What follows belongs to an exercise in optimizing a design on an open flow for small area; a production flow would make more cautious choices. RTL that was checked went through simulation tests only; none was proved equivalent to the original. Function not checked in run 5: the RTL went through the layout flow alone. Power is estimated from default activity; no workload was simulated.

### flow/design.v
`timescale 1ns / 10ps
module memory(
    input clk_100M,
    input reset,
    input rst,
    input str,
    input [7:0] sw,
    input debug,
    input entr,
    input bld,
    output [3:0] an,
    output reg [6:0] seg,
    output [15:0] led,
    output out,
    output o_shutdown_n,
    output o_gain,
    output o_connect_n
    );
    assign o_shutdown_n = 1'b1;
    assign o_connect_n = 1'b1;
    assign o_gain = 1'b1;
    assign an = 4'b1110;
    localparam [14:0] PAUSE1 = 15'b011100101011111;
    localparam [14:0] PAUSE2 = 15'b001001101110101;
    localparam [14:0] PAUSE3 = 15'b101111000110110;
    localparam [14:0] PAUSE4 = 15'b011010100010001;
    localparam [14:0] PAUSE5 = 15'b000011101110000;
    localparam [13:0] WIN_TIME = 14'b01011100101011;
    reg [9:0] counter;
    always @(posedge clk_100M) begin
        if (reset || (&counter[9:5] && &counter[2:0]))
            counter <= 0;
        else
            counter <= counter + 1'b1;
    end
    reg [3:0] db, c1, c2;
    always @(posedge clk_100M) begin
        if (reset) begin
            db <= 0;
            c1 <= 0;
            c2 <= 0;
        end
        else if (counter[0]) begin
            db <= {bld, entr, str, rst};
            c1 <= db;
            c2 <= c1;
        end
    end
    wire [3:0] cl = c1 & ~c2;
    wire rst_clean = cl[0];
    wire str_clean = cl[1];
    wire entr_clean = cl[2];
    wire bld_clean = cl[3];
    reg drawn;
    reg [7:0] sd;
    always @(posedge clk_100M) begin
        if (reset) begin
            drawn <= 0;
            sd <= 0;
        end
        else if (str_clean || rst_clean) begin
            drawn <= 1;
            sd <= counter[7:0];
        end
    end
    wire [2:0] ix1 = {sd[4]^sd[1], sd[3]^sd[0], sd[2]^sd[7]};
    wire [2:0] ix2 = {sd[7]^sd[4], sd[6]^sd[3], sd[5]^sd[2]};
    wire [2:0] ix3 = {sd[5]^sd[3], sd[7]^sd[5], sd[6]^sd[4]};
    wire [2:0] ix4 = {sd[4]^sd[2], sd[3]^sd[1], sd[2]^sd[0]};
    wire [2:0] ix5 = {sd[7]^sd[5], sd[6]^sd[4], sd[5]^sd[3]};
    wire sw_oh = (sw != 8'd0) && ((sw & (sw - 8'd1)) == 8'd0);
    wire [3:0] sw_code = {sw_oh, sw[7] | sw[6] | sw[5] | sw[4],
                                 sw[7] | sw[6] | sw[3] | sw[2],
                                 sw[7] | sw[5] | sw[3] | sw[1]};
    wire [3:0] q1 = {drawn, ix1};
    wire [3:0] q2 = {drawn, ix2};
    wire [3:0] q3 = {drawn, ix3};
    wire [3:0] q4 = {drawn, ix4};
    wire [3:0] q5 = {drawn, ix5};
    reg [3:0] a1;                        
    reg [3:0] b0, b1, b2, b3, b4;        
    reg [3:0] bld_cnt;
    always @(posedge clk_100M) begin
        if (reset) begin
            b0 <= 0;
            b1 <= 0;
            b2 <= 0;
            b3 <= 0;
            b4 <= 0;
        end
        else
            case (bld_cnt)
                4'd1: b0 <= sw_code;
                4'd3: b1 <= sw_code;
                4'd5: b2 <= sw_code;
                4'd7: b3 <= sw_code;
                4'd9: b4 <= sw_code;
            endcase
    end
    wire m1 = (a1 == q1);
    wire e0 = (b0 == q1);
    wire e1 = (b1 == q2);
    wire e2 = (b2 == q3);
    wire e3 = (b3 == q4);
    wire e4 = (b4 == q5);
    wire m2 = e0 & e1;
    wire m3 = m2 & e2;
    wire m4 = m3 & e3;
    wire m5 = m4 & e4;
    reg [2:0] level, seg_lvl;
    reg [14:0] pc;
    reg [13:0] wc;
    reg enable, win_enable;
    reg [5:1] en;
    reg led_on, led_win, ss_valid;
    reg [2:0] idx;
    wire [14:0] pc_nx = {pc[13:0], ~(pc[14] ^ pc[13])};
    wire [13:0] wc_nx = {wc[12:0], ~(wc[13] ^ wc[4] ^ wc[2] ^ wc[0])};
    always @(*) begin
        case (seg_lvl)
            3'b001: seg = 7'b1001111;
            3'b010: seg = 7'b0010010;
            3'b011: seg = 7'b0000110;
            3'b100: seg = 7'b1001100;
            default: seg = 7'b0100100;
        endcase
    end
    reg [7:0] led_lo;
    always @(*) begin
        led_lo = 8'd0;
        led_lo[idx] = led_on;
        led_lo = led_lo | {8{led_win}};
    end
    assign led = {{8{led_win}}, led_lo};
    wire [5:1] hit = {pc == PAUSE5, pc == PAUSE4, pc == PAUSE3, pc == PAUSE2, pc == PAUSE1};
    wire [4:1] hi = {en[5], |en[5:4], |en[5:3], |en[5:2]};    
    wire [5:1] sel = {hit[4:1] & hi[4:1], 1'b0};              
    wire pw = |sel;
    wire pclr = |(hit & en & ~{1'b0, hi});                    
    wire en_s = |(hit[4:1] & en[5:2]);
    wire en_c = |(hit & en & ~{1'b0, en[5:2]});
    wire we = win_enable && wc == WIN_TIME;
    wire ent = entr_clean | rst_clean;
    wire lv1 = level == 3'd1;
    wire lv5 = level == 3'd5;
    wire ew = ent & (lv5 ? ~m5 : ~rst_clean);                 
    wire wst = ent & lv5 & m5;                                
    reg mL;
    always @(*) begin
        case (level)
            3'd2: mL = m2;
            3'd3: mL = m3;
            default: mL = m4;
        endcase
    end
    always @(posedge clk_100M) begin
        if (reset) begin
            level <= 1;
            seg_lvl <= 1;
            pc <= 0;
            enable <= 0;
            en <= 0;
            led_on <= 0;
            led_win <= 0;
            ss_valid <= 0;
            idx <= 0;
            wc <= 0;
            win_enable <= 0;
            a1 <= 0;
            bld_cnt <= 0;
        end
        else begin
            seg_lvl <= level;
            pc <= (pclr || en == 5'd0) ? 15'd0 : pc_nx;
            wc <= (win_enable && !we) ? wc_nx : 14'd0;
            win_enable <= wst | (win_enable & ~we);
            en <= (en & ~hit) | ({5{ew}} & {lv5, level == 3'd4, level == 3'd3, level == 3'd2, lv1});
            ss_valid <= ss_valid | ((ew | pw) & drawn);
            if (ew | en_s)
                enable <= 1;
            else if (en_c)
                enable <= 0;
            if (ew)
                idx <= ix1;
            else if (sel[2])
                idx <= ix2;
            else if (sel[3])
                idx <= ix3;
            else if (sel[4])
                idx <= ix4;
            else if (sel[5])
                idx <= ix5;
            if (wst) begin
                led_on <= 0; led_win <= 1;
            end
            else if (ew) begin
                led_on <= drawn; led_win <= 0;
            end
            else if (we) begin
                led_on <= 0; led_win <= 0;
            end
            else if (pw) begin
                led_on <= drawn; led_win <= 0;
            end
            else if (pclr) begin
                led_on <= 0; led_win <= 0;
            end
            if (ent) begin
                if (lv1)
                    level <= (m1 && !rst_clean) ? 3'd2 : 3'd1;
                else if (!lv5 && rst_clean)
                    level <= 1;
                else if (!lv5 && mL)
                    level <= level + 1'b1;
                else if (we)
                    level <= 1;
            end
            else if (we)
                level <= 1;
            if (ent)
                bld_cnt <= 1;
            else if (bld_clean && !lv1)
                bld_cnt <= bld_cnt + 1'b1;
            if (bld_clean && lv1)
                a1 <= sw_code;
        end
    end
    reg [6:0] tlim;      
    always @(*) begin
        case (idx)
            3'd0: tlim = 7'd117;
            3'd1: tlim = 7'd104;
            3'd2: tlim = 7'd93;
            3'd3: tlim = 7'd82;
            3'd4: tlim = 7'd73;
            3'd5: tlim = 7'd65;
            3'd6: tlim = 7'd58;
            default: tlim = 7'd51;
        endcase
    end
    reg [6:0] t;
    reg tg, gb, dclk;
    always @(posedge clk_100M) begin
        if (tg)
            t <= 7'd2;
        else
            t <= t + 1'b1;
        gb <= !tg && t >= tlim;
        if (reset) begin
            tg <= 1;
            dclk <= 0;
        end
        else begin
            tg <= !ss_valid || (!tg && gb);
            if (tg)
                dclk <= ~dclk;
        end
    end
    assign out = enable & dclk;
endmodule
### flow/flow/run.sh
#!/bin/bash
# Layout flow: the standard flow (standard.sh) with two changes:
#  - synthesis maps with an area-oriented ABC script (abc_area.script here)
#    in place of ORFS's; everything else in synthesis is the standard flow's script
#  - port buffers are sky130_fd_sc_hd__buf_1
# Each tool's output goes to a log file of its own in the work folder.
set -euo pipefail
cd "$(dirname "$0")/.."
W=$(pwd)
{
  echo 'proc abc {args} {'
  echo '  set i [lsearch -exact $args -script]'
  echo "  if {\$i >= 0} { lset args [expr {\$i + 1}] $W/flow/abc_area.script }"
  echo '  yosys abc {*}$args'
  echo '}'
  cat "$W/synth_recipe.tcl"
} > "$W/synth_area.tcl"
VARS=("SYNTH_SCRIPT=$W/synth_area.tcl" "BUFFER_PORTS_ARGS=-buffer_cell sky130_fd_sc_hd__buf_1")
bash standard.sh "${VARS[@]}" synth > "$W/log_synth.txt" 2>&1
bash standard.sh "${VARS[@]}" finish > "$W/log_layout.txt" 2>&1
### flow/flow/abc_area.script
strash
&get -n
&deepsyn -T 60
&put
dch -f
map -a
topo
### flow/standard.sh
#!/bin/bash
# synth_recipe.tcl (not shown) runs the flow's synth.tcl, then flattens the netlist and writes it again
# the make line also repeats each setting of config.mk as NAME=value (left out here)
make -C /OpenROAD-flow-scripts/flow DESIGN_CONFIG=/design/flow/config.mk WORK_HOME=/design/flow/orfs CLKGATE_MAP_FILE= SYNTH_SCRIPT=/design/flow/synth_recipe.tcl "${@:-finish}"
### flow/config.mk
export PLATFORM = sky130hd
export DESIGN_NAME = memory
export DESIGN_NICKNAME = memory
export VERILOG_FILES = /design/flow/design.v
export SDC_FILE = /design/flow/constraint.sdc
export NUM_CORES = 4
export LEC_CHECK = 0
export CAP_MARGIN = 20
export CORE_MARGIN = 2
export CORE_UTILIZATION = 40
export SLEW_MARGIN = 20
### flow/constraint.sdc
create_clock -name core_clock -period 10.0 [get_ports {clk_100M}]
set_input_delay 2.0000 -clock core_clock [delete_from_list [all_inputs] [get_ports {clk_100M}]]
set_output_delay 2.0000 -clock core_clock [all_outputs]
set_load 0.01 [all_outputs]
==> results.toml, run 1 <==
[outcome]
status = "no timing/DRC/antenna violations"

[synth]
ys.flop_type = "dfxtp_1"
ys_seq_area_share_pct = 43.4
ys_seq_elements = 117
yosys_warnings = 1
async_flop_share_pct = 0
synthTopCellsByArea = "dfxtp_1, clkinv_1, nor2_1"
synth_common_cells = "clkinv_1, dfxtp_1, nor2_1, nand2_1, o21ai_0"
syn_inst = 699
synth_top_area_cell = "dfxtp_1"
avgSynthCellArea_um2 = 7.73
synth_cell_types = 34
netlist_area_um2 = 5400
synth_edf_count = 0
synth_top_area_share_pct = 43.4

[setup_path]
startpoint = "idx[0]"
end_kind = "primary output"
cp.required_ns = 8.00
crit_end = "led[6]"
reg2reg_to = "gb"
r2r-start = "idx[0]"
reg2reg_depth = 17
crit_arrival_ns = 2.33
r2r_slack_ns = 6.45
cp-start-kind = "flop"
criticalPathCategory = "flop to primary output"
crit_fanout = 6

[timing]
tns_ns = 0
setup_slack_ns = 5.67
clock.fmax_ghz = 0.231
slew_headroom_pct = 37.2
finalSetupViolations = 0
drv_slew = 0
fin_skew_ns = 0.00734
worst_pin_slew_ns = 0.932
min_period_ns = 4.33
hold_violations = 0
rsz0062_at_grt = "false"
finalCritPeriodShare_pct = 43.3

[clock_tree]
cts_max_level = 4
cts_buffers = 17
clock_latency_ns = 0.40
path_clk_slew_ns = 0.05
cts_buffer_depth = 2
cts_root_buf = "clkbuf_16"
postCtsHoldBufs = 0
tritoncts = "yes"
post_cts_resized = 0
cts_sinks = 117
cts_setup_buffers = 0

[placement]
dp_hpwl_mm = 9.10
io_buffers = 37
dp_cells = 904
gp_congestion = 0.890
preCtsSetupSlack_ns = 5.86
dpl_cell_area_um2 = 5680

[pwr]
p_sw_uw = 235
switching_share_pct = 21.2
p_int_uw = 876
irDropWorstVdd_mv = 0.122
seqPwrFrac_pct = 43.0
powerDensity_nw_per_um2 = 177
power.share.combinational_pct = 3.7
pwr-share-clk_pct = 53.4
leakage_nw = 2.17

[cells_and_area]
fin_util_pct = 47.4
layout.nets = 785
seq_area_um2 = 2340
final_layout_size_suffix_gt1_share_pct = 5.65
finalNonFillerCells = 937
multi_input_area_um2 = 2520
antenna_cells = 0
area_growth_pct = 16.2
final_cell_area_um2 = 6280
fillCellCount = 1338

[route]
drc = 0
drtPass1Iterations = 5
vias_per_cell = 5.10
first_iter_violations = 283
wl_per_cell_um = 12.9
ant_nets = 0
vias = 4781
drt-total-wl_mm = 12.1

[floorplan]
design.die.area_um2 = 14500
die-height_um = 120
initial_utilization_pct = 40.8
pin_count = 46
fp.dieW_um = 120
rows = 42
core_um2 = 13200

[grt]
grt_max_degree = 48
grt-ovfl-total = 0
antenna_found_initial = 0
grt_pass1_wl_mm = 21.0
grt_pass1_vias = 4615
grt_use_total_pct = 18.1

[job]
maxCapViolations = 0

[min_path]
hold_class = "flop to flop"
[metal layers]
metal / GRT usage, % / vias up / share of wire [%]
met5: 0 / - / 0
met4: 5.74 / 0 / 1.2
met3: 5.05 / 9 / 4.3
met2: 30.3 / 93 / 48
met1: 22.7 / 2212 / 47
li1: - / 2467 / -
[metrics by stage]
stage	total power [mW]	hold slack (ns)
after detailed placement	0.528	0.398
final	1.11	0.411
after floorplan	0.516	0.385
after global routing	1.16	0.418
after global placement	0.527	0.392
after CTS	1.12	0.415
[area by class of cell]
class,count,area share [%]
clock buffer,23,7.78
clock inverter,9,1.59
inverter,117,7.00
multi-input combinational,454,40.2
sequential,117,37.3
tap,176,3.51
timing repair buffer,41,2.65
[logic make-up after synthesis]
family | count (synthesis) | synth area share [%]
simple gates | 254 | 21.1
compound gates | 150 | 16.6
buf+inv | 133 | 10.4
flops | 117 | 43.4
fa+ha+maj | 22 | 5.09
xor+xnor | 21 | 3.40
other cells | 2 | 0.139
[power by group through the flow]
stage               combinational [mW]  clock, mW  sequential (mW)
floorplan                       0.0301          0            0.486
global placement                0.0400          0            0.487
detailed placement              0.0411          0            0.487
CTS                             0.0413      0.606            0.477
global route                    0.0475      0.630            0.478
finish                          0.0409      0.593            0.478
[worst min-delay path by stage]
stage                  start  slack, ns  end  cells after the start
floorplan           ss_valid       0.39   tg                      1
global placement    ss_valid       0.39   tg                      1
detailed placement  ss_valid       0.40   tg                      1
CTS                 ss_valid       0.42   tg                      1
global route        ss_valid       0.42   tg                      1
finish              ss_valid       0.41   tg                      1
[layout by cell type (no fill, tap or decap), types with 18 or more instances in the layout]
master,n
buf_1,37
xnor2_1,18
a21oi_1,26
dfxtp_1,117
clkinv_1,117
nor3_1,22
nand3_1,44
ha_1,22
nand2_1,67
o21ai_0,59
o22ai_1,26
nor2_1,84
[worst max-delay path, cell delays in order, from the launching register on]
cell and delay (ns):
dfxtp_1 0.44, clkinv_1 0.21, ha_1 0.29, ha_1 0.34
or2_2 0.33, o21ai_0 0.16, buf_1 0.17
[registers in the layout, indices dropped and copies added (netlist names), 3 cells and up]
register,cells
idx,3
c1,4
b0,4
c2,4
en,5
b4,4
counter,10
seg_lvl,3
b1,4
t,7
wc,14
sd,8
b3,4
pc,15
level,3
a1,4
bld_cnt,4
b2,4
db,4
==> run 2, diff against run 1 <==
--- a/flow/config.mk
+++ b/flow/config.mk
@@ -9,3 +9,6 @@
 export CORE_MARGIN = 2
 export CORE_UTILIZATION = 40
+export CTS_BUF_LIST = sky130_fd_sc_hd__clkbuf_4 sky130_fd_sc_hd__clkbuf_8
+export CTS_CLUSTER_DIAMETER = 200
+export CTS_CLUSTER_SIZE = 40
 export SLEW_MARGIN = 20
==> run 2 against run 1 <==
Against the previous run: global-route usage rose by 0.057 points; first-iteration DRC count fell by 9.2%; largest cell class unchanged; still clean; critical path depth unchanged; critical endpoint unchanged; clock power decreased by 27%; critical path type unchanged; die area unchanged.
==> results.toml, run 2 <==
[outcome]
status = "no timing/DRC/antenna violations"

[cells_and_area]
largest_reg_flops = 15
fin_util_pct = 46.0
top_regs = "pc (15), wc (14), counter (10)"
fillCellCount = 1367
antenna_cells = 0
largest-register = "pc"
area_growth_pct = 12.8
layout_common_cells = "clkinv_1, dfxtp_1, nor2_1"
layout.nets = 785
finalNonFillerCells = 937
final_layout_size_suffix_gt1_share_pct = 5.91
final_cell_area_um2 = 6090

[timing]
drv_slew = 0
min_period_ns = 4.35
holdWs_ns = 0.417
finalSetupViolations = 0
slew_headroom_pct = 34.8
tns_ns = 0
setup_slack_ns = 5.65
clock.fmax_ghz = 0.230
rsz0062_at_grt = "false"
worst_pin_slew_ns = 0.967
hold_violations = 0
fin_skew_ns = 0.0105
finalCritPeriodShare_pct = 43.5

[floorplan]
rows = 42
initial_utilization_pct = 40.8
pin_count = 46
design.die.area_um2 = 14500
die-height_um = 120
fp.dieW_um = 120
core_um2 = 13200

[setup_path]
cp-start-kind = "flop"
crit_arrival_ns = 2.35
crit_fanout = 6
criticalPathCategory = "flop to primary output"
cp.required_ns = 8.00
end_kind = "primary output"

[placement]
gp_congestion = 0.890
preCtsSetupSlack_ns = 5.86
dp_hpwl_mm = 9.10
dpl_cell_area_um2 = 5680
dp_cells = 904
io_buffers = 37

[clock_tree]
cts_max_level = 4
cts_buffers = 17
postCtsHoldBufs = 0
path_clk_slew_ns = 0.07
cts_root_buf = "clkbuf_8"
clock_latency_ns = 0.43
post_cts_resized = 0
tritoncts = "yes"
cts_sinks = 117
cts_setup_buffers = 0
cts_buffer_depth = 2

[job]
maxCapViolations = 0

[min_path]
hold_class = "flop to flop"

[route]
wl_per_cell_um = 13.0
met1Wirelength_mm = 5.72
vias = 4826
first_iter_violations = 257
met2_length_mm = 5.75
drt-total-wl_mm = 12.2
drtPass1Iterations = 5
drc = 0
vias_per_cell = 5.15
ant_nets = 0
top_layer = "met4"
wl_met3_um = 543

[synth]
synth_top_area_cell = "dfxtp_1"
async_flop_share_pct = 0
synthTopCellsByArea = "dfxtp_1, clkinv_1, nor2_1"
ys.flop_type = "dfxtp_1"
synth_edf_count = 0
netlist_area_um2 = 5400
syn_inst = 699
ys_seq_elements = 117
synth_cell_types = 34
avgSynthCellArea_um2 = 7.73
synth_common_cells = "clkinv_1, dfxtp_1, nor2_1, nand2_1, o21ai_0"
yosys_warnings = 1
ys_seq_area_share_pct = 43.4
synth_top_area_share_pct = 43.4

[pwr]
power.total_uw = 953
powerDensity_nw_per_um2 = 156
irDropWorstVdd_mv = 0.119
leakage_nw = 2.09

[grt]
grt_use_total_pct = 18.2
grt-ovfl-total = 0
antenna_found_initial = 0
grt_pass1_vias = 4598
grt_pass1_wl_mm = 21.0
grt_max_degree = 48
==> run 2: area by class of cell <==
class	instances	area, um^2	area share [%]
Tap cell	176	220	3.61
Multi-Input combinational cell	454	2520	41.4
Inverter	117	439	7.21
Timing Repair Buffer	41	166	2.73
Clock buffer	23	304	4.99
Sequential cell	117	2340	38.4
Clock inverter	9	100	1.64
==> run 2: final timing paths <==
path | startpoint | endpoint | slack, ns | depth (start not counted)
setup / recovery | idx[0] | led[6] | 5.65 | 6
hold / removal | ss_valid | tg | 0.42 | 1
setup reg to reg | idx[0] | gb | 6.46 | 17
hold reg to reg | ss_valid | tg | 0.42 | 1
==> run 2: metal layers <==
metal | vias to the layer above | track usage, %
li1 | 2476 | -
met5 | - | 0
met3 | 13 | 5.14
met2 | 104 | 30.2
met4 | 0 | 6.10
met1 | 2233 | 22.8
==> run 2: cell families (layout without fill, tap and decap cells) <==
group | Yosys count | count (layout) | share of synthesized area, %
flip-flops | 117 | 117 | 43.4
AND/OR/NAND/NOR | 254 | 254 | 21.1
other | 2 | 7 | 0.139
buffers and inverters | 133 | 190 | 10.4
XOR/XNOR | 21 | 21 | 3.40
AO/OA/AOI/OAI | 150 | 150 | 16.6
adder cells (fa/ha/maj) | 22 | 22 | 5.09
==> run 2: worst max-delay path, stage by stage (launching register included) <==
cell and delay, ns:
dfxtp_1 0.44, clkinv_1 0.21, ha_1 0.29, ha_1 0.34, or2_2 0.33, o21ai_0 0.16
buf_1 0.17
==> run 2: power by group <==
part / switching, mW / total [mW] / internal [mW] / leakage, nW
clock: 0.184 / 0.435 / 0.251 / 0.208
combinational: 0.0279 / 0.0410 / 0.0131 / 0.939
sequential: 0.00505 / 0.477 / 0.472 / 0.945
total: 0.217 / 0.953 / 0.736 / 2.09
==> run 3, diff against run 2 <==
==> flow/flow/run.sh (replaced) <==
#!/bin/bash
# Layout flow: the standard flow (standard.sh) with these changes:
#  - synthesis: ABC maps with the area-oriented script abc_area.script (in
#    this folder) in place of ORFS's, and ORFS's adder extraction is off
#    (ADDER_MAP_FILE empty); everything else is the standard flow's synthesis script
#  - port buffers are sky130_fd_sc_hd__buf_1
#  - clock tree: larger sink clusters (CTS_ARGS below)
# Each tool's output goes to a log file of its own in the work folder.
set -euo pipefail
cd "$(dirname "$0")/.."
W=$(pwd)
{
  echo 'proc abc {args} {'
  echo '  set i [lsearch -exact $args -script]'
  echo "  if {\$i >= 0} { lset args [expr {\$i + 1}] $W/flow/abc_area.script }"
  echo '  yosys abc {*}$args'
  echo '}'
  cat "$W/synth_recipe.tcl"
} > "$W/synth_area.tcl"
VARS=("SYNTH_SCRIPT=$W/synth_area.tcl" "ADDER_MAP_FILE="
      "BUFFER_PORTS_ARGS=-buffer_cell sky130_fd_sc_hd__buf_1"
      "CTS_ARGS=-sink_clustering_enable -repair_clock_nets -sink_clustering_size 30 -sink_clustering_max_diameter 150 -sink_buffer_max_cap_derate 1.0 -buf_list sky130_fd_sc_hd__clkbuf_8")
bash standard.sh "${VARS[@]}" synth > "$W/log_synth.txt" 2>&1
bash standard.sh "${VARS[@]}" finish > "$W/log_layout.txt" 2>&1
==> flow/flow/abc_area.script (replaced) <==
strash
&get -n
&deepsyn -T 60
&put
dch -f
amap
topo
--- a/flow/config.mk
+++ b/flow/config.mk
@@ -9,6 +9,4 @@
 export CORE_MARGIN = 2
 export CORE_UTILIZATION = 40
-export CTS_BUF_LIST = sky130_fd_sc_hd__clkbuf_4 sky130_fd_sc_hd__clkbuf_8
-export CTS_CLUSTER_DIAMETER = 200
-export CTS_CLUSTER_SIZE = 40
+export GPL_TIMING_DRIVEN = 0
 export SLEW_MARGIN = 20
==> run 3 against run 2 <==
Against the previous run: still clean on timing, DRC and antenna; global-route usage is 0.33 points lower; clock skew is 0.0019 ns higher; total power is 4.2% higher; first-iteration DRC count is 33% higher; sequential share of layout area is 3.0 points higher; critical path type is now input port to flop; largest cell class is now registers; highest routed layer unchanged.
==> results.toml, run 3 <==
[clock_tree]
cts_max_level = 4
cts_root_buf = "clkbuf_8"
cts_sinks = 117
cts_setup_buffers = 0
postCtsHoldBufs = 0
cts_buffer_depth = 2
path_clk_slew_ns = 0.07
tritoncts = "yes"
clock_latency_ns = 0.44
post_cts_resized = 0
cts_buffers = 17

[cells_and_area]
area_growth_pct = 15.9
seq_area_um2 = 2340
fin_util_pct = 47.3
antenna_cells = 0
layout.nets = 685
fillCellCount = 1182
layout_common_cells = "dfxtp_1, clkinv_1, nor2_1"
largest-register = "pc"
final_common_cell = "dfxtp_1"
top_regs = "pc (15), wc (14), counter (10)"
final_layout_size_suffix_gt1_share_pct = 6.73
multi_input_area_um2 = 2020
largest_reg_flops = 15

[synth]
ys.flop_type = "dfxtp_1"
yosys_warnings = 1
synthTopCellsByArea = "dfxtp_1, clkinv_1, o22ai_1"
yosysMostFrequentCell = "dfxtp_1"
synth_edf_count = 0
synth_top_area_cell = "dfxtp_1"
synth_common_cells = "dfxtp_1, clkinv_1, nor2_1, o22ai_1, nand2_1"
ys_seq_elements = 117
netlist_area_um2 = 4880
async_flop_share_pct = 0
avgSynthCellArea_um2 = 8.01
ys_seq_area_share_pct = 48.0
syn_inst = 609
synth_top_area_share_pct = 48.0
synth_cell_types = 41

[floorplan]
design.die.area_um2 = 13100
fp.dieW_um = 114
rows = 40
core_um2 = 12000
initial_utilization_pct = 40.8
pin_count = 46
die-height_um = 114

[grt]
grt_max_degree = 22
antenna_found_initial = 0
grt_pass1_wl_mm = 18.4
grt_use_total_pct = 17.9
grt_pass1_vias = 4006
grt-ovfl-total = 0

[pwr]
power.share.combinational_pct = 5.2
powerDensity_nw_per_um2 = 176
p_sw_uw = 224
seqPwrFrac_pct = 48.0
p_int_uw = 770
irDropWorstVdd_mv = 0.0825
switching_share_pct = 22.5
pwr-share-clk_pct = 46.8
leakage_nw = 1.93

[route]
vias = 4445
first_iter_violations = 341
vias_per_cell = 5.36
drt-total-wl_mm = 11.3
drc = 0
drtPass1Iterations = 8
ant_nets = 0
wl_per_cell_um = 13.6

[timing]
slew_headroom_pct = 31.3
worst_pin_slew_ns = 1.02
rsz0062_at_grt = "false"
hold_violations = 0
fin_skew_ns = 0.0124
holdWs_ns = 0.419
finalCritPeriodShare_pct = 41.4
tns_ns = 0
finalSetupViolations = 0
min_period_ns = 4.14
clock.fmax_ghz = 0.242
setup_slack_ns = 5.86
drv_slew = 0

[setup_path]
end_kind = "flop"
cp-start-kind = "input port"
crit_fanout = 21
critical-path-top-delay-family = "buffers and inverters"
crit_buf_inv = 2
criticalPathCategory = "input port to flop"
crit_chain = "buf_1 -> clkinv_1 -> o21ai_0 -> o22ai_1"
crit_arrival_ns = 4.42
r2r-start = "drawn"
reg2reg_depth = 12
r2r_slack_ns = 6.00
cp.required_ns = 10.28
cp_slowest_cell = "clkinv_1"
crit_path_max_incr_delay_ns = 0.84
worst-path-stages = 4
reg2reg_to = "led_on"

[placement]
gp_congestion = 0.884
preCtsSetupSlack_ns = 5.40
dp_hpwl_mm = 8.33
io_buffers = 37

[min_path]
hp-start = "pc[7]"
whs_endpoint = "pc[8]"
hold_class = "flop to flop"
hold_path_depth = 2

[outcome]
status = "no timing/DRC/antenna violations"

[job]
maxCapViolations = 0
## run 3: cell types whose count changed in the layout (fill, tap and decap cells not counted), moves of 11 or more
cell      previous run  this run
buf_4                3        16
nor2b_1              0        12
nand3_1             44        13
o21ai_0             59        26
a211oi_1             2        13
ha_1                22         0
xnor2_1             18         0
o22ai_1             26        58
nand2_1             67        52
## run 3: cell type report
| cell class | count | area share (%) |
|---|---|---|
| well taps | 147 | 3.25 |
| clock inverters | 13 | 2.90 |
| flip-flops and latches | 117 | 41.4 |
| repair buffers | 37 | 2.46 |
| plain buffers | 16 | 2.12 |
| multi-input cells | 367 | 35.7 |
| clock buffers | 19 | 4.62 |
| inverters | 114 | 7.57 |
## run 3: worst max path at each step
stage | endpoint | slack, ns | from
after floorplan | b1[3] | 6.57 | sw[5]
after global placement | b1[3] | 5.37 | reset
after detailed placement | b2[2] | 5.40 | reset
after CTS | a1[2] | 5.86 | reset
after global routing | led_on | 5.59 | drawn
final | b2[2] | 5.86 | reset
## run 3: power by group through the flow
stage	clock, mW	combinational [mW]	sequential (mW)
2_1_floorplan	0	0.0357	0.486
3_3_place_gp	0	0.0495	0.487
3_5_place_dp	0	0.0508	0.487
4_1_cts	0.474	0.0512	0.477
5_1_grt	0.494	0.0570	0.477
6_report	0.465	0.0515	0.477
## run 3: metal layers
metal,vias up,GRT usage (%),share of wire (%)
li1,2270,-,-
met1,2037,22.2,46
met2,117,28.9,47
met3,21,5.45,5.6
met4,0,7.15,1.8
met5,-,0,0
## run 3: per-stage QoR
stage | total power [mW] | area, um^2 | std cells
2_1_floorplan | 0.522 | 4900 | 614
3_3_place_gp | 0.537 | 5220 | 798
3_5_place_dp | 0.538 | 5230 | 798
4_1_cts | 1.00 | 5660 | 830
5_1_grt | 1.03 | 5660 | 830
6_report | 0.993 | 5660 | 830
## run 3: worst register-to-register path: stages (launching register included)
cell and delay (ns):
dfxtp_1 0.57, clkinv_1 0.33, a222oi_1 0.35, o221ai_1 0.17
a2111oi_0 0.81, nand4b_1 0.28, nor4_1 0.32, nor2_1 0.09
o21ai_0 0.18, clkinv_1 0.23, nor3_1 0.30, nand2_1 0.08
a211oi_1 0.22
## run 3: kinds of logic after synthesis
kind of cell           count (synthesis)  share of synthesized area (%)
and+or+nand+nor                      196                           18.0
buffers and inverters                130                           11.2
other                                  2                          0.154
AOI/OAI and AO/OA                    164                           22.6
DFF                                  117                           48.0
==> run 4, diff against run 3 <==
--- a/flow/flow/run.sh
+++ b/flow/flow/run.sh
@@ -5,5 +5,5 @@
 #    (ADDER_MAP_FILE empty); everything else is the standard flow's synthesis script
 #  - port buffers are sky130_fd_sc_hd__buf_1
-#  - clock tree: larger sink clusters (CTS_ARGS below)
+#  - clock tree: sky130_fd_sc_hd__clkbuf_4 buffers and no dummy clock loads
 # Each tool's output goes to a log file of its own in the work folder.
 set -euo pipefail
@@ -20,5 +20,6 @@
 VARS=("SYNTH_SCRIPT=$W/synth_area.tcl" "ADDER_MAP_FILE="
       "BUFFER_PORTS_ARGS=-buffer_cell sky130_fd_sc_hd__buf_1"
-      "CTS_ARGS=-sink_clustering_enable -repair_clock_nets -sink_clustering_size 30 -sink_clustering_max_diameter 150 -sink_buffer_max_cap_derate 1.0 -buf_list sky130_fd_sc_hd__clkbuf_8")
+      "REMOVE_ABC_BUFFERS=1" "SKIP_REPAIR_TIE_FANOUT=1"
+      "CTS_ARGS=-sink_clustering_enable -repair_clock_nets -dont_use_dummy_load -buf_list sky130_fd_sc_hd__clkbuf_4")
 bash standard.sh "${VARS[@]}" synth > "$W/log_synth.txt" 2>&1
 bash standard.sh "${VARS[@]}" finish > "$W/log_layout.txt" 2>&1
==> run 4 against run 3 <==
Against the previous run: clock skew up 0.014 ns; largest power group unchanged; still clean on timing, DRC and antenna; critical endpoint is now b2[3]; die area unchanged; global-route usage down 0.098 points; final area down 7.7%; routed wire length down 3.8%; synthesized area unchanged; largest cell class unchanged; total power down 25%; maximum frequency up 0.57%.
==> results.toml, run 4 <==
[cells_and_area]
layout_common_cells = "dfxtp_1, clkinv_1, nor2_1"
top_regs = "pc (15), wc (14), counter (10)"
largest-register = "pc"
layout.nets = 664
largest_reg_flops = 15
antenna_cells = 0
finalNonFillerCells = 794
multi_input_area_um2 = 2000
area_growth_pct = 6.92
final_layout_size_suffix_gt1_share_pct = 2.78
fillCellCount = 1214
seq_area_um2 = 2340
final_common_cell = "dfxtp_1"

[outcome]
status = "no timing/DRC/antenna violations"

[timing]
slew_headroom_pct = 29.6
hold_violations = 0
rsz0062_at_grt = "false"
fin_skew_ns = 0.0267
min_period_ns = 4.12
worst_pin_slew_ns = 1.05
drv_slew = 0
finalSetupViolations = 0
clock.fmax_ghz = 0.243
tns_ns = 0
finalCritPeriodShare_pct = 41.2
setup_slack_ns = 5.88

[grt]
grt_use_total_pct = 17.8
grt_pass1_vias = 3867
antenna_found_initial = 0
grt_pass1_wl_mm = 18.2
grt_max_degree = 22
grt-ovfl-total = 0

[clock_tree]
post_cts_resized = 0
path_clk_slew_ns = 0.09
postCtsHoldBufs = 0
cts_buffer_depth = 2
cts_max_level = 4
tritoncts = "yes"
cts_root_buf = "clkbuf_4"
cts_buffers = 17
cts_setup_buffers = 0
cts_sinks = 117
clock_latency_ns = 0.52

[job]
maxCapViolations = 0

[synth]
yosys_warnings = 1
yosysMostFrequentCell = "dfxtp_1"
ys.flop_type = "dfxtp_1"
synth_top_area_share_pct = 48.0
synthTopCellsByArea = "dfxtp_1, clkinv_1, o22ai_1"
synth_top_area_cell = "dfxtp_1"
syn_inst = 609
netlist_area_um2 = 4880
avgSynthCellArea_um2 = 8.01
synth_cell_types = 41
async_flop_share_pct = 0
synth_common_cells = "dfxtp_1, clkinv_1, nor2_1, o22ai_1, nand2_1"
synth_edf_count = 0
ys_seq_elements = 117
ys_seq_area_share_pct = 48.0

[setup_path]
cp_slowest_cell = "clkinv_1"
reg2reg_to = "led_on"
reg2reg_depth = 12
criticalPathCategory = "input port to flop"
cp-start-kind = "input port"
end_kind = "flop"
crit_path_max_incr_delay_ns = 0.85
crit_fanout = 21
cp.required_ns = 10.34
crit_arrival_ns = 4.45
crit_chain = "buf_1 -> clkinv_1 -> o21ai_0 -> o22ai_1"
r2r_slack_ns = 6.08
r2r-start = "drawn"

[route]
drtPass1Iterations = 6
drt-total-wl_mm = 10.9
ant_nets = 0
drc = 0
wl_per_cell_um = 13.7
first_iter_violations = 361
vias = 4341
vias_per_cell = 5.47

[pwr]
leakage_nw = 1.69
irDropWorstVdd_mv = 0.0715
powerDensity_nw_per_um2 = 143

[min_path]
hold_path_depth = 2
whs_endpoint = "wc[10]"
hp-start = "wc[9]"
hold_class = "flop to flop"

[floorplan]
die-height_um = 114
initial_utilization_pct = 40.8
rows = 40
pin_count = 46
core_um2 = 12000
fp.dieW_um = 114
design.die.area_um2 = 13100

[placement]
dp_hpwl_mm = 8.14
dp_cells = 777
io_buffers = 37
gp_congestion = 0.885
preCtsSetupSlack_ns = 5.31
run 4: how the worst max path moves through the flow:
stage                        to  slack [ns]   from  depth (start not counted)
after floorplan           b1[3]        6.57  sw[5]                          8
after global routing      b4[2]        5.61  reset                          4
after detailed placement  b3[3]        5.31  reset                          4
after CTS                 b2[3]        5.87  reset                          4
final                     b2[3]        5.88  reset                          4
after global placement    b1[3]        5.37  reset                          4
run 4: critical path, delay by kind of cell:
kind	cells	cell delay, ns
buf+inv	2	1.55
compound gates	2	0.89
run 4: report_power, final:
group	switching (mW)	internal, mW
Combinational	0.0328	0.0155
Sequential	0.00453	0.472
Clock	0.144	0.0774
Total	0.181	0.565
run 4: through the flow:
stage	util [%]	hold slack [ns]	instance area, um^2	power (mW)
after floorplan	-	0.398	4760	0.519
after global placement	42.5	0.403	5080	0.534
final	43.6	0.416	5220	0.746
after CTS	43.6	0.413	5220	0.754
after detailed placement	42.6	0.415	5090	0.536
after global routing	43.6	0.423	5220	0.783
run 4: cell families (layout without fill, tap and decap cells):
logic type             Yosys count  after routing  synth area share (%)
other                            2              2                 0.154
DFF                            117            117                  48.0
buffers and inverters          130            168                  11.2
and+or+nand+nor                196            196                  18.0
AOI/OAI and AO/OA              164            164                  22.6
run 4: layout make-up:
type / instances / area share (%)
sequential: 117 / 44.9
multi-input combinational: 362 / 38.3
inverter: 114 / 8.20
tap: 147 / 3.52
timing repair buffer: 37 / 2.66
clock buffer: 17 / 2.45
run 4: layer usage:
| layer | up-vias | global-route usage [%] | wire length [um] |
|---|---|---|---|
| met2 | 102 | 28.6 | 5080 |
| met1 | 2005 | 22.4 | 5030 |
| met4 | 0 | 6.26 | 133 |
| met3 | 15 | 5.66 | 615 |
| met5 | - | 0 | 0 |
| li1 | 2219 | - | - |
==> run 5, diff against run 4 <==
--- a/flow/design.v
+++ b/flow/design.v
@@ -34,18 +34,17 @@
             counter <= counter + 1'b1;
     end
-    reg [3:0] db, c1, c2;
+    reg [3:0] db, c1, cl;
     always @(posedge clk_100M) begin
         if (reset) begin
             db <= 0;
             c1 <= 0;
-            c2 <= 0;
+            cl <= 0;
         end
         else if (counter[0]) begin
             db <= {bld, entr, str, rst};
             c1 <= db;
-            c2 <= c1;
-        end
-    end
-    wire [3:0] cl = c1 & ~c2;
+            cl <= db & ~c1;
+        end
+    end
     wire rst_clean = cl[0];
     wire str_clean = cl[1];
==> run 5 against run 4 <==
Against the previous run: still clean on timing, DRC and antenna; clock skew is 0.0023 ns higher; sequential power hardly changed; final area is 1.0% higher; largest cell class unchanged; highest routed layer unchanged.
==> results.toml, run 5 <==
[pwr]
pwr-share-clk_pct = 29.9
switching_share_pct = 24.3
power.share.combinational_pct = 6.0
power.total_uw = 746
seqPwrFrac_pct = 64.1
leakage_nw = 1.65
p_int_uw = 564
powerDensity_nw_per_um2 = 141
irDropWorstVdd_mv = 0.0994
p_sw_uw = 181

[route]
wl_per_cell_um = 14.3
vias_per_cell = 5.52
drtPass1Iterations = 6
vias = 4419
first_iter_violations = 299
drc = 0
drt-total-wl_mm = 11.5
ant_nets = 0

[floorplan]
fp.dieW_um = 115
initial_utilization_pct = 41.0
design.die.area_um2 = 13200
die-height_um = 115
pin_count = 46
core_um2 = 12000
rows = 40

[setup_path]
crit_path_max_incr_delay_ns = 0.86
cp-start-kind = "input port"
cp_slowest_cell = "clkinv_1"
critical-path-top-delay-family = "buffers and inverters"
crit_fanout = 28
reg2reg_depth = 15
crit_top_cell = "clkinv_1"
r2r_slack_ns = 5.77
criticalPathCategory = "input port to flop"
crit_arrival_ns = 5.27
end_kind = "flop"
worst-path-stages = 7
crit_buf_inv = 3
crit_chain = "buf_2 -> clkinv_1 -> o21ai_0 -> clkinv_1 -> o21a_1 -> or4_1 -> o22ai_1"
cp.required_ns = 10.44

[synth]
synth_cell_types = 42
ys_seq_area_share_pct = 47.5
synth_edf_count = 0
yosys_warnings = 1
netlist_area_um2 = 4930
syn_inst = 614
async_flop_share_pct = 0
ys_seq_elements = 117
ys.flop_type = "dfxtp_1"
synth_top_area_share_pct = 47.5
synth_top_area_cell = "dfxtp_1"
synthTopCellsByArea = "dfxtp_1, clkinv_1, o22ai_1"
synth_common_cells = "dfxtp_1, clkinv_1, nor2_1, o22ai_1, nand2_1"
avgSynthCellArea_um2 = 8.02
yosysMostFrequentCell = "dfxtp_1"

[timing]
min_period_ns = 4.83
tns_ns = 0
clock.fmax_ghz = 0.207
rsz0062_at_grt = "false"
worst_pin_slew_ns = 1.15
drv_slew = 0
fin_skew_ns = 0.0289
finalSetupViolations = 0
finalCritPeriodShare_pct = 48.3
hold_violations = 0
slew_headroom_pct = 22.4

[grt]
antenna_found_initial = 0
grt-ovfl-total = 0
grt_pass1_vias = 4248
grt_max_degree = 29
grt_use_total_pct = 18.6
grt_pass1_wl_mm = 19.3

[clock_tree]
clock_latency_ns = 0.53
cts_buffers = 17
cts_sinks = 117
postCtsHoldBufs = 0
tritoncts = "yes"
path_clk_slew_ns = 0.08
cts_root_buf = "clkbuf_4"
post_cts_resized = 0
cts_buffer_depth = 2
cts_setup_buffers = 0
cts_max_level = 4

[cells_and_area]
top_regs = "pc (15), wc (14), counter (10)"
final_cell_area_um2 = 5270
fin_util_pct = 43.9
antenna_cells = 0
layout.nets = 670
final_layout_size_suffix_gt1_share_pct = 3.06
area_growth_pct = 6.98
layout_common_cells = "dfxtp_1, clkinv_1, nor2_1"
largest-register = "pc"
largest_reg_flops = 15
final_common_cell = "dfxtp_1"

[job]
maxCapViolations = 0

[placement]
dp_hpwl_mm = 8.39
io_buffers = 37
dpl_cell_area_um2 = 5140
gp_congestion = 0.880

[outcome]
status = "no timing/DRC/antenna violations"

[min_path]
hold_path_depth = 2
hold_class = "flop to flop"
-- run 5: changes by cell type after synthesis, sizes merged, moves of 4 or more --
cell    change
nor2       +10
o221ai      -4
nor3        +7
a21oi       +5
a32o        +4
o22ai       -6
a22oi       +6
nand2      -13
-- run 5: worst paths after layout --
path         startpoint     end
min              wc[10]  wc[11]
max reg2reg       sd[5]  led_on
min reg2reg      wc[10]  wc[11]
max               reset   b2[3]
-- run 5: worst register-to-register path, stage by stage, from the launching register on --
cell,delay (ns)
dfxtp_1,0.39
clkinv_1,0.15
o22ai_1,0.43
clkinv_1,0.27
a222oi_1,0.28
o21ai_0,0.13
a2111oi_0,0.68
nand4b_1,0.21
or4_1,0.50
nand2_1,0.12
nor3_1,0.08
nor2_1,0.20
clkinv_1,0.15
nor3_1,0.36
nand2_1,0.09
a21oi_1,0.14
-- run 5: metrics by stage --
stage | std cells | hold slack, ns | setup slack (ns)
6_report | 800 | 0.420 | 5.17
5_1_grt | 800 | 0.449 | 4.94
4_1_cts | 799 | 0.425 | 5.15
3_5_place_dp | 782 | 0.413 | 4.58
3_3_place_gp | 782 | 0.412 | 3.84
2_1_floorplan | 598 | 0.398 | 6.20
-- run 5: kinds of logic after synthesis --
kind of cell | after synthesis | share of synthesized area (%)
DFF | 117 | 47.5
and+or+nand+nor | 196 | 18.0
AOI/OAI and AO/OA | 171 | 23.3
other | 2 | 0.152
buffers and inverters | 128 | 11.0
-- run 5: layout make-up --
cell class / count / area [um^2]
fillers: 1244 / 6740
flip-flops and latches: 117 / 2340
multi-input cells: 369 / 2050
inverters: 112 / 420
well taps: 147 / 184
repair buffers: 38 / 145
clock buffers: 17 / 128
-- run 5: layer usage --
layer | vias to the layer above | track usage (%) | share of wire, %
li1 | 2243 | - | -
met1 | 2036 | 22.3 | 45
met2 | 120 | 30.5 | 47
met3 | 20 | 6.38 | 6.1
met4 | 0 | 7.71 | 1.8
met5 | - | 0 | 0
-- run 5: power by group through the flow --
stage	Clock (mW)	Sequential, mW	Combinational [mW]
after floorplan	0	0.487	0.0306
after global placement	0	0.489	0.0436
after detailed placement	0	0.489	0.0447
after CTS	0.234	0.478	0.0450
after global routing	0.254	0.479	0.0511
final	0.223	0.478	0.0448
==> run 6, diff against run 5 <==
--- a/flow/design.v
+++ b/flow/design.v
@@ -26,5 +26,5 @@
     localparam [14:0] PAUSE4 = 15'b011010100010001;
     localparam [14:0] PAUSE5 = 15'b000011101110000;
-    localparam [13:0] WIN_TIME = 14'b01011100101011;
+    localparam [13:0] WIN_END = 14'b10111001010110;   
     reg [9:0] counter;
     always @(posedge clk_100M) begin
@@ -34,17 +34,18 @@
             counter <= counter + 1'b1;
     end
-    reg [3:0] db, c1, cl;
+    reg [3:0] db, c1, c2;
     always @(posedge clk_100M) begin
         if (reset) begin
             db <= 0;
             c1 <= 0;
-            cl <= 0;
+            c2 <= 0;
         end
         else if (counter[0]) begin
             db <= {bld, entr, str, rst};
             c1 <= db;
-            cl <= db & ~c1;
-        end
-    end
+            c2 <= c1;
+        end
+    end
+    wire [3:0] cl = c1 & ~c2;
     wire rst_clean = cl[0];
     wire str_clean = cl[1];
@@ -110,5 +111,5 @@
     reg [14:0] pc;
     reg [13:0] wc;
-    reg enable, win_enable;
+    reg enable;
     reg [5:1] en;
     reg led_on, led_win, ss_valid;
@@ -139,5 +140,6 @@
     wire en_s = |(hit[4:1] & en[5:2]);
     wire en_c = |(hit & en & ~{1'b0, en[5:2]});
-    wire we = win_enable && wc == WIN_TIME;
+    wire win_enable = wc != 14'd0;
+    wire we = wc == WIN_END;
     wire ent = entr_clean | rst_clean;
     wire lv1 = level == 3'd1;
@@ -165,5 +167,4 @@
             idx <= 0;
             wc <= 0;
-            win_enable <= 0;
             a1 <= 0;
             bld_cnt <= 0;
@@ -172,6 +173,8 @@
             seg_lvl <= level;
             pc <= (pclr || en == 5'd0) ? 15'd0 : pc_nx;
-            wc <= (win_enable && !we) ? wc_nx : 14'd0;
-            win_enable <= wst | (win_enable & ~we);
+            if (we)
+                wc <= wst ? 14'd1 : 14'd0;
+            else if (win_enable || wst)
+                wc <= wc_nx;
             en <= (en & ~hit) | ({5{ew}} & {lv5, level == 3'd4, level == 3'd3, level == 3'd2, lv1});
             ss_valid <= ss_valid | ((ew | pw) & drawn);
==> run 6 against run 5 <==
Against the previous run: still clean on timing, DRC and antenna; maximum frequency grew 20%; final cell count shrank 0.88%; final area shrank 1.6%; via count shrank 1.7%; setup slack gained 0.81 ns; clock power shrank 2%; critical path depth grew 6; sequential share of layout area grew 0.33 points.
==> results.toml, run 6 <==
[pwr]
powerDensity_nw_per_um2 = 144
irDropWorstVdd_mv = 0.0589
leakage_nw = 1.70
power.total_uw = 747

[placement]
dpl_cell_area_um2 = 5060
gp_congestion = 0.896
dp_hpwl_mm = 8.31
io_buffers = 37

[synth]
yosysMostFrequentCell = "dfxtp_1"
ys_seq_elements = 116
synth_cell_types = 38
synth_common_cells = "dfxtp_1, clkinv_1, nor2_1, o22ai_1, nand2_1"
avgSynthCellArea_um2 = 7.97
ys.flop_type = "dfxtp_1"
synth_top_area_share_pct = 48.0
synth_edf_count = 0
synthTopCellsByArea = "dfxtp_1, clkinv_1, o22ai_1"
synth_top_area_cell = "dfxtp_1"
netlist_area_um2 = 4840
syn_inst = 607
ys_seq_area_share_pct = 48.0
async_flop_share_pct = 0
yosys_warnings = 1

[timing]
slew_headroom_pct = 30.1
worst_pin_slew_ns = 1.04
fin_skew_ns = 0.0282
tns_ns = 0
finalSetupViolations = 0
finalCritPeriodShare_pct = 40.2
holdWs_ns = 0.420
rsz0062_at_grt = "false"
min_period_ns = 4.02
hold_violations = 0
drv_slew = 0
clock.fmax_ghz = 0.249

[job]
maxCapViolations = 0

[cells_and_area]
antenna_cells = 0
final_layout_size_suffix_gt1_share_pct = 3.10
multi_input_area_um2 = 1990
final_cell_area_um2 = 5190
top_regs = "pc (15), wc (14), counter (10)"
final_common_cell = "dfxtp_1"
largest_reg_flops = 15
fillCellCount = 1205
largest-register = "pc"
layout.nets = 663
area_growth_pct = 7.19
seq_area_um2 = 2320
layout_common_cells = "dfxtp_1, clkinv_1, nor2_1"

[route]
drt-total-wl_mm = 11.2
drc = 0
drtPass1Iterations = 4
vias = 4344
first_iter_violations = 323
wl_per_cell_um = 14.1
vias_per_cell = 5.48
ant_nets = 0

[setup_path]
end_kind = "flop"
r2r_slack_ns = 5.98
criticalPathCategory = "flop to flop"
reg2reg_to = "led_on"
cp.required_ns = 10.38
cp-start-kind = "flop"
r2r-start = "sd[4]"
startpoint = "sd[4]"
crit_chain = "clkinv_1 -> o22ai_1 -> o221ai_1 -> a2111oi_1 -> nand3b_1 -> nor3_1 -> nor2_1 -> o21ai_0 -> clkinv_1 -> nor2_1 -> nor2_1 -> a31oi_1 -> a211oi_1"
crit_end = "led_on"
cp_slowest_cell = "a2111oi_1"
crit_fanout = 6
reg2reg_depth = 13
crit_path_max_incr_delay_ns = 0.69
crit_arrival_ns = 4.39
crit_top_cell = "nor2_1"

[clock_tree]
path_clk_slew_ns = 0.08
clock_latency_ns = 0.52
cts_setup_buffers = 0
cts_max_level = 4
cts_buffers = 17
postCtsHoldBufs = 0
post_cts_resized = 0
cts_buffer_depth = 2
cts_root_buf = "clkbuf_4"
cts_sinks = 116
tritoncts = "yes"

[outcome]
status = "no timing/DRC/antenna violations"

[grt]
grt-ovfl-total = 0
antenna_found_initial = 0
grt_pass1_vias = 4036
grt_use_total_pct = 18.2
grt_max_degree = 30
grt_pass1_wl_mm = 18.4

[floorplan]
die-height_um = 114
rows = 40
fp.dieW_um = 114
pin_count = 46
design.die.area_um2 = 13000
initial_utilization_pct = 40.6
core_um2 = 11900

[min_path]
hold_class = "flop to flop"
[run 6: area by class of cell]
class	instances	area share, %
inverter	112	8.10
multi-input combinational	363	38.3
clock buffer	17	2.46
timing repair buffer	38	2.85
sequential	116	44.8
tap	147	3.55
[run 6: logic make-up after synthesis]
logic type / share of synthesized area (%)
AO/OA/AOI/OAI: 23.4
buffers and inverters: 11.2
AND/OR/NAND/NOR: 17.3
other: 0.155
flip-flops: 48.0
[run 6: per-layer routing]
metal,vias to the layer above,track usage (%),part of all wire [%]
met4,0,9.19,3.2
li1,2216,-,-
met2,102,27.9,44
met3,34,7.33,6.1
met5,-,0,0
met1,1992,22.2,47
[run 6: worst max-delay path: cells and delay by family (launching register included)]
kind / cells / cell delay, ns
compound gates: 6 / 2.03
buf+inv: 2 / 0.40
flops: 1 / 0.43
simple gates: 5 / 1.02
[run 6: how the worst min path moves through the flow]
stage / from / endpoint / cells after the start
finish: ss_valid / tg / 1
global route: ss_valid / tg / 1
CTS: ss_valid / tg / 1
detailed placement: ss_valid / tg / 1
global placement: ss_valid / tg / 1
floorplan: ss_valid / tg / 1
[run 6: stage by stage]
step	std cells	worst slack (ns)	util (%)
4_1_cts	793	5.91	43.5
3_3_place_gp	775	4.75	42.3
5_1_grt	793	5.66	43.6
2_1_floorplan	591	6.62	-
3_5_place_dp	776	5.77	42.5
6_report	793	5.98	43.6
[run 6: power by group]
part	leakage (nW)	switching (mW)	internal, mW
registers	0.937	0.00543	0.470
clock network	0.0782	0.140	0.0773
logic	0.681	0.0370	0.0171
total	1.70	0.183	0.564
==> run 7, diff against run 6 <==
--- a/flow/design.v
+++ b/flow/design.v
@@ -34,18 +34,18 @@
             counter <= counter + 1'b1;
     end
-    reg [3:0] db, c1, c2;
-    always @(posedge clk_100M) begin
-        if (reset) begin
-            db <= 0;
-            c1 <= 0;
+    reg [3:0] dbn, c1n, c2;
+    always @(posedge clk_100M) begin
+        if (reset) begin
+            dbn <= 4'hf;
+            c1n <= 4'hf;
             c2 <= 0;
         end
         else if (counter[0]) begin
-            db <= {bld, entr, str, rst};
-            c1 <= db;
-            c2 <= c1;
-        end
-    end
-    wire [3:0] cl = c1 & ~c2;
+            dbn <= ~{bld, entr, str, rst};
+            c1n <= dbn;
+            c2 <= ~c1n;
+        end
+    end
+    wire [3:0] cl = ~c1n & ~c2;
     wire rst_clean = cl[0];
     wire str_clean = cl[1];
@@ -70,12 +70,12 @@
     wire [2:0] ix5 = {sd[7]^sd[5], sd[6]^sd[4], sd[5]^sd[3]};
     wire sw_oh = (sw != 8'd0) && ((sw & (sw - 8'd1)) == 8'd0);
-    wire [3:0] sw_code = {sw_oh, sw[7] | sw[6] | sw[5] | sw[4],
+    wire [3:0] sw_code = {sw_oh, ~{ sw[7] | sw[6] | sw[5] | sw[4],
                                  sw[7] | sw[6] | sw[3] | sw[2],
-                                 sw[7] | sw[5] | sw[3] | sw[1]};
-    wire [3:0] q1 = {drawn, ix1};
-    wire [3:0] q2 = {drawn, ix2};
-    wire [3:0] q3 = {drawn, ix3};
-    wire [3:0] q4 = {drawn, ix4};
-    wire [3:0] q5 = {drawn, ix5};
+                                 sw[7] | sw[5] | sw[3] | sw[1]}};
+    wire [3:0] q1 = {drawn, ~ix1};
+    wire [3:0] q2 = {drawn, ~ix2};
+    wire [3:0] q3 = {drawn, ~ix3};
+    wire [3:0] q4 = {drawn, ~ix4};
+    wire [3:0] q5 = {drawn, ~ix5};
     reg [3:0] a1;                        
     reg [3:0] b0, b1, b2, b3, b4;        
@@ -83,9 +83,9 @@
     always @(posedge clk_100M) begin
         if (reset) begin
-            b0 <= 0;
-            b1 <= 0;
-            b2 <= 0;
-            b3 <= 0;
-            b4 <= 0;
+            b0 <= 4'b0111;
+            b1 <= 4'b0111;
+            b2 <= 4'b0111;
+            b3 <= 4'b0111;
+            b4 <= 4'b0111;
         end
         else
@@ -167,5 +167,5 @@
             idx <= 0;
             wc <= 0;
-            a1 <= 0;
+            a1 <= 4'b0111;
             bld_cnt <= 0;
         end
==> run 7 against run 6 <==
Against the previous run: sequential power barely moved; routed wire length fell by 2.7%; final cell count fell by 2.4%; clock-buffer cell count did not move; synthesized area fell by 0.36%; highest routed layer unchanged; utilization fell by 0.28 points; hold slack improved by 0.0017 ns; non-clock buffer count fell by 1; clock power barely moved; setup slack got worse by 0.014 ns; flip-flop and latch count did not move.
==> results.toml, run 7 <==
[clock_tree]
post_cts_resized = 0
tritoncts = "yes"
postCtsHoldBufs = 0
cts_buffer_depth = 2
cts_setup_buffers = 0
cts_root_buf = "clkbuf_4"
cts_buffers = 17
clock_latency_ns = 0.52
cts_sinks = 116
cts_max_level = 4
path_clk_slew_ns = 0.09

[min_path]
hold_class = "flop to flop"

[setup_path]
cp-start-kind = "flop"
crit_fanout = 6
crit_arrival_ns = 4.48
criticalPathCategory = "flop to flop"
cp.required_ns = 10.45
end_kind = "flop"

[pwr]
power.total_uw = 743
powerDensity_nw_per_um2 = 144
irDropWorstVdd_mv = 0.0756
leakage_nw = 1.65

[grt]
grt_use_total_pct = 18.4
grt_pass1_vias = 4017
grt_max_degree = 28
grt-ovfl-total = 0
grt_pass1_wl_mm = 18.9
antenna_found_initial = 0

[timing]
hold_violations = 0
holdWs_ns = 0.422
setup_slack_ns = 5.97
slew_headroom_pct = 31.1
clock.fmax_ghz = 0.248
finalCritPeriodShare_pct = 40.3
drv_slew = 0
min_period_ns = 4.03
tns_ns = 0
finalSetupViolations = 0
fin_skew_ns = 0.0297
worst_pin_slew_ns = 1.02
rsz0062_at_grt = "false"

[synth]
synth_top_area_cell = "dfxtp_1"
async_flop_share_pct = 0
syn_inst = 589
ys_seq_area_share_pct = 48.2
synth_top_area_share_pct = 48.2
synth_common_cells = "dfxtp_1, nor2_1, clkinv_1, nand2_1, o22ai_1"
synth_edf_count = 0
netlist_area_um2 = 4820
ys_seq_elements = 116
avgSynthCellArea_um2 = 8.19
yosys_warnings = 1
synth_cell_types = 39
synthTopCellsByArea = "dfxtp_1, nor2_1, clkinv_1"
yosysMostFrequentCell = "dfxtp_1"
ys.flop_type = "dfxtp_1"

[placement]
gp_congestion = 0.876
dp_hpwl_mm = 8.08
dpl_cell_area_um2 = 5030
dp_cells = 757
io_buffers = 37
preCtsSetupSlack_ns = 5.77

[route]
drtPass1Iterations = 6
top_layer = "met4"
wl_per_cell_um = 14.1
first_iter_violations = 249
wl_met3_um = 582
vias_per_cell = 5.44
ant_nets = 0
drc = 0
vias = 4209
met2_length_mm = 4.96
met1Wirelength_mm = 5.12
drt-total-wl_mm = 10.9

[job]
maxCapViolations = 0

[floorplan]
fp.dieW_um = 114
initial_utilization_pct = 40.5
rows = 40
die-height_um = 114
pin_count = 46
core_um2 = 11900
design.die.area_um2 = 12900

[cells_and_area]
layout.nets = 644
final_layout_size_suffix_gt1_share_pct = 2.87
area_growth_pct = 6.88
antenna_cells = 0
largest_reg_flops = 15
fin_util_pct = 43.3
layout_common_cells = "dfxtp_1, nor2_1, clkinv_1"
fillCellCount = 1199
top_regs = "pc (15), wc (14), counter (10)"
final_cell_area_um2 = 5150
final_common_cell = "dfxtp_1"
finalNonFillerCells = 774
largest-register = "pc"

[outcome]
status = "no timing/DRC/antenna violations"
==> run 7: final timing paths <==
kind | from | depth (start not counted) | slack [ns] | end
setup / recovery | sd[4] | 13 | 5.97 | led_on
hold / removal | wc[6] | 2 | 0.42 | wc[7]
setup reg to reg | sd[4] | 13 | 5.97 | led_on
hold reg to reg | wc[6] | 2 | 0.42 | wc[7]
==> run 7: cell type report <==
| type | instances | area (um^2) | area share (%) |
|---|---|---|---|
| inverter | 79 | 297 | 5.75 |
| timing repair buffer | 37 | 140 | 2.72 |
| clock buffer | 17 | 128 | 2.48 |
| sequential | 116 | 2320 | 45.1 |
| multi-input combinational | 378 | 2080 | 40.4 |
| tap | 147 | 184 | 3.57 |
==> run 7: cells by family (layout without fill, tap and decap cells) <==
family	after synthesis	count (layout)	synth area share, %
buffers and inverters	95	133	8.64
xor gates and xnor gates	1	1	0.182
AOI/OAI and AO/OA	158	158	22.5
DFF	116	116	48.2
and+or+nand+nor	217	217	20.3
other	2	2	0.156
==> run 7: power breakdown <==
part	switching (mW)	total [mW]	internal [mW]
Combinational	0.0338	0.0506	0.0168
Sequential	0.00566	0.475	0.470
Clock	0.139	0.217	0.0773
Total	0.179	0.743	0.564
==> run 7: metal layers <==
metal	up-vias	global-route usage, %
li1	2172	-
met1	1910	23.2
met2	105	28.9
met3	22	5.95
met4	0	7.72
met5	-	0
==> run 7: worst max-delay path, cell delays in order, from the launching register on <==
cell,delay (ns)
dfxtp_1,0.43
clkinv_1,0.20
o22ai_1,0.57
nor2_1,0.08
a21oi_1,0.15
o2111ai_1,0.21
nor4_1,0.30
a21oi_1,0.10
or4_1,0.52
nor4_1,0.60
nor2_1,0.23
nor3_1,0.34
a21oi_1,0.11
a21oi_1,0.10

static timing again, ports no longer ideal:
Ports are ideal in the flow. The routed layouts listed here were re-timed in OpenROAD. Step 1: set_driving_cell puts a clkbuf_16 on clk_100M and a buf_2 on each other input, an assumption about the parent block. Step 2 moves the port delays by t, midway between the first and last clock arrival at a register: inputs arrive t later, outputs are due t later. That takes back most of the time a late clock gives input paths. Slacks: no drivers / after step 1 / after step 2; pairs: no drivers / after step 1.
| run | shift t [ns] | setup WS [ns] | hold WS [ns] | latest minus earliest clock arrival (ns) | pins driven straight from the clock port |
|---|---|---|---|---|---|
| run 1 | 0.438 | 5.672 / 5.631 / 5.848 | 0.411 / 0.411 / 0.411 | 0.008 / 0.008 | 1 |
| run 2 | 0.457 | 5.650 / 5.614 / 5.826 | 0.417 / 0.417 / 0.417 | 0.011 / 0.011 | 1 |
| run 3 | 0.468 | 5.861 / 5.861 / 5.393 | 0.419 / 0.419 / 0.419 | 0.013 / 0.013 | 1 |
| run 4 | 0.542 | 5.884 / 5.887 / 5.345 | 0.416 / 0.416 / 0.416 | 0.030 / 0.031 | 1 |
| run 5 | 0.552 | 5.170 / 5.182 / 4.629 | 0.420 / 0.420 / 0.420 | 0.029 / 0.029 | 1 |
| run 6 | 0.541 | 5.984 / 5.984 / 5.770 | 0.420 / 0.420 / 0.420 | 0.029 / 0.030 | 1 |
| run 7 | 0.540 | 5.970 / 5.970 / 5.809 | 0.422 / 0.422 / 0.422 | 0.036 / 0.036 | 1 |
After both steps setup and hold are still met in every run listed. The setup slack of run 5, which loses most, moves by +0.012 ns with the drivers and by -0.541 ns with both steps.
